This is an optimization exercise on Yosys and OpenROAD, whose aim is small area, not a production implementation. In this exercise RTL edits were held to simulation tests only and were not proved equivalent to the original. No activity file was given, so power comes from the tool's default toggle rates.

## spi_intface
module spi_intface # (parameter NCS = 4)
(
    input  wire S_SYSCLK,   
    input  wire S_RESETN,   
    input  wire [7:0] S_AWADDR,
    input  wire [31: 0] S_WDATA,
    input  wire [3 : 0] S_WSTRB,
    input  wire S_REG_WEN,
    input  wire [7 : 0]  S_ARADDR,
    output wire [31 : 0] S_RDATA,
    input  wire S_REG_RDEN,
    output wire S_INTERRUPT,
    output wire S_SPI_SCK,
    input  wire S_SPI_MISO,
    input  wire S_SPI_MOSI_I,
    output wire S_SPI_MOSI_O,
    output wire S_SPI_MOSI_OE,
    output wire [NCS-1:0] S_SPI_SEL
);
clock: 12.0 ns
lec_check: 0
cap_margin: 20
core_margin: 2
core_utilization: 40
cts_buf_list: sky130_fd_sc_hd__clkbuf_16
cts_cluster_diameter: 80
cts_cluster_size: 25
slew_margin: 20
run.sh (not shown) runs the stock make flow with config.mk's settings and CLKGATE_MAP_FILE= SYNTH_SCRIPT=/design/flow/synth_recipe.tcl, a recipe that flattens the netlist after the stock synthesis.
Next try:
--- a/flow/design.v
+++ b/flow/design.v
@@ -262,28 +262,24 @@
 wire [31:0] wd1 = S_WDATA | {32{~rstn}};
 always @(posedge S_SYSCLK) begin
     if (~rstn | wr_spmode)
         SPMODE <= {wd0[31:13], wd1[12], wd0[11:4], wd1[3:0]};
     if (~rstn | wr_spim)
         SPIM <= wd0;
     if (~rstn | wr_spcom)
         SPCOM <= wd0;
     if (~rstn | wr_csm)
         csmodex <= {wd0[31:21], wd1[20], wd0[19:0]};
 end
 integer i, j, k, m;
-reg [31:0] tf_last;
-always @(posedge S_SYSCLK)
-    if (~rstn | wr_spitf)
-        tf_last <= wd0;
 always @(posedge S_SYSCLK) begin
     for (i = 0; i < 8; i = i + 1)
         if (~rstn | (wr_spitf & (spitf_idx == i)))
             SPI_TXFIFO[i] <= wd0;
 end
 always @(posedge S_SYSCLK) begin
     if (!rstn) begin
         cs_idx <= 0;
         csmodex_updated <= 0;
         spcom_updated <= 0;
         spirf_updated <= 0;
         spitf_idx <= 0;
@@ -452,29 +448,29 @@
                             cnt_cscg <= CSCG;
                         end
                         else
                             frame_state <= FRAME_SM_IDLE;
                     end
                 default: ;
             endcase
         end
         if (first_edge && st_trans && !CPHA)
             data_rx[char_bit_cnt] <= din;
     end
 end
-wire [2:0] tx_word = WIDE ? char_trx_idx[3:1] : char_trx_idx[4:2];
-wire [4:0] tx_bit  = WIDE ? {char_trx_idx[0], cbc_nx[3:0]} : {char_trx_idx[1:0], cbc_nx[2:0]};
-wire [31:0] tx_w = SPI_TXFIFO[tx_word];
+wire [255:0] txbits = {SPI_TXFIFO[7], SPI_TXFIFO[6], SPI_TXFIFO[5], SPI_TXFIFO[4],
+                       SPI_TXFIFO[3], SPI_TXFIFO[2], SPI_TXFIFO[1], SPI_TXFIFO[0]};
+wire [7:0] tx_addr = WIDE ? {char_trx_idx[3:0], cbc_nx[3:0]} : {char_trx_idx[4:0], cbc_nx[2:0]};
 always @(posedge S_SYSCLK)
-    mosi_r <= rstn & ~(~WIDE & cbc_nx[3]) & tx_w[tx_bit];
+    mosi_r <= rstn & ~(~WIDE & cbc_nx[3]) & txbits[tx_addr];
 wire rx_ev = second_edge & ~TO & st_trans & char_end;
 wire [3:0] llen = (LEN == 4'd13 && !spirf_char_idx[0]) ? 4'd12 : LEN;
 reg  [15:0] rx_char;
 always @(*) begin
     if (CPHA) begin
         if (REV)
             rx_char = {data_rx[15:1], din};
         else begin
             for (k = 0; k < 16; k = k + 1)
                 rx_char[k] = (k < llen) ? data_rx[k] : ((k == llen) ? din : 1'b0);
         end
     end
@@ -559,25 +555,25 @@
 );
 reg [31:0] rdata;
 always @(*) begin
     case (S_ARADDR)
         ADDR_SPMODE : rdata = SPMODE;
         ADDR_SPIE   : rdata = SPIE;
         ADDR_SPCOM  : rdata = SPCOM;
         ADDR_SPIM   : rdata = SPIM;
         ADDR_CSMODE0: rdata = CSXMODE[0];
         ADDR_CSMODE1: rdata = CSXMODE[1];
         ADDR_CSMODE2: rdata = CSXMODE[2];
         ADDR_CSMODE3: rdata = CSXMODE[3];
-        ADDR_SPITF  : rdata = (|spitf_idx) ? tf_last : 32'd0;
+        ADDR_SPITF  : rdata = (|spitf_idx) ? SPI_TXFIFO[spitf_idx - 1'b1] : 32'd0;
         ADDR_SPIRF  : rdata = RNE ? SPI_RXFIFO[spirf_rd_idx] : 32'd0;
         default     : rdata = 32'd0;
     endcase
 end
 assign S_RDATA = rdata;
 endmodule
 localparam REG_WIDTH           = 32;
 localparam NBITS_PER_WORD      = 32;
 localparam NBITS_PER_BYTE      = 8;
 localparam NBYTES_PER_WORD   = (NBITS_PER_WORD / NBITS_PER_BYTE);
 localparam NBITS_CHAR_LEN_MAX  = 16;
 localparam C_ADDR_WIDTH = 8;
Result: The new run completed without violations. Total power decreases by 1.0%. Via count increases by 7.0%. Hold slack is about the same. Register-to-register slack degrades by 0.35 ns. Setup slack degrades by 0.055 ns. Critical path depth increases by 4. Sequential power decreases by about 3%. Utilization increases by 0.10 points. Wire length increases by 8.5%.

-- separate check: timing with driven ports --
How much do the figures lean on ideal ports? The routed layouts below were timed once more, with nothing changed but the port constraints. Step 1 sets driving cells, clkbuf_16 on the clock port and buf_2 on the other inputs (assumed; they add their load-dependent delay and slew). Step 2 moves the port delays by t, midway between the first and last clock arrival at a register: inputs arrive t later, outputs are due t later. That takes back most of the time a late clock gives input paths. Slacks: ideal ports / drivers / drivers and shift; pairs: ideal ports / drivers.
| run | t (ns) | setup slack, ns | latest minus earliest clock arrival (ns) |
|---|---|---|---|
| the first run | 0.750 | 1.854 / 1.778 / 2.527 | 0.071 / 0.071 |
| the second run | 0.744 | 1.798 / 1.729 / 2.473 | 0.063 / 0.062 |
After both steps setup and hold are still met in every run listed.
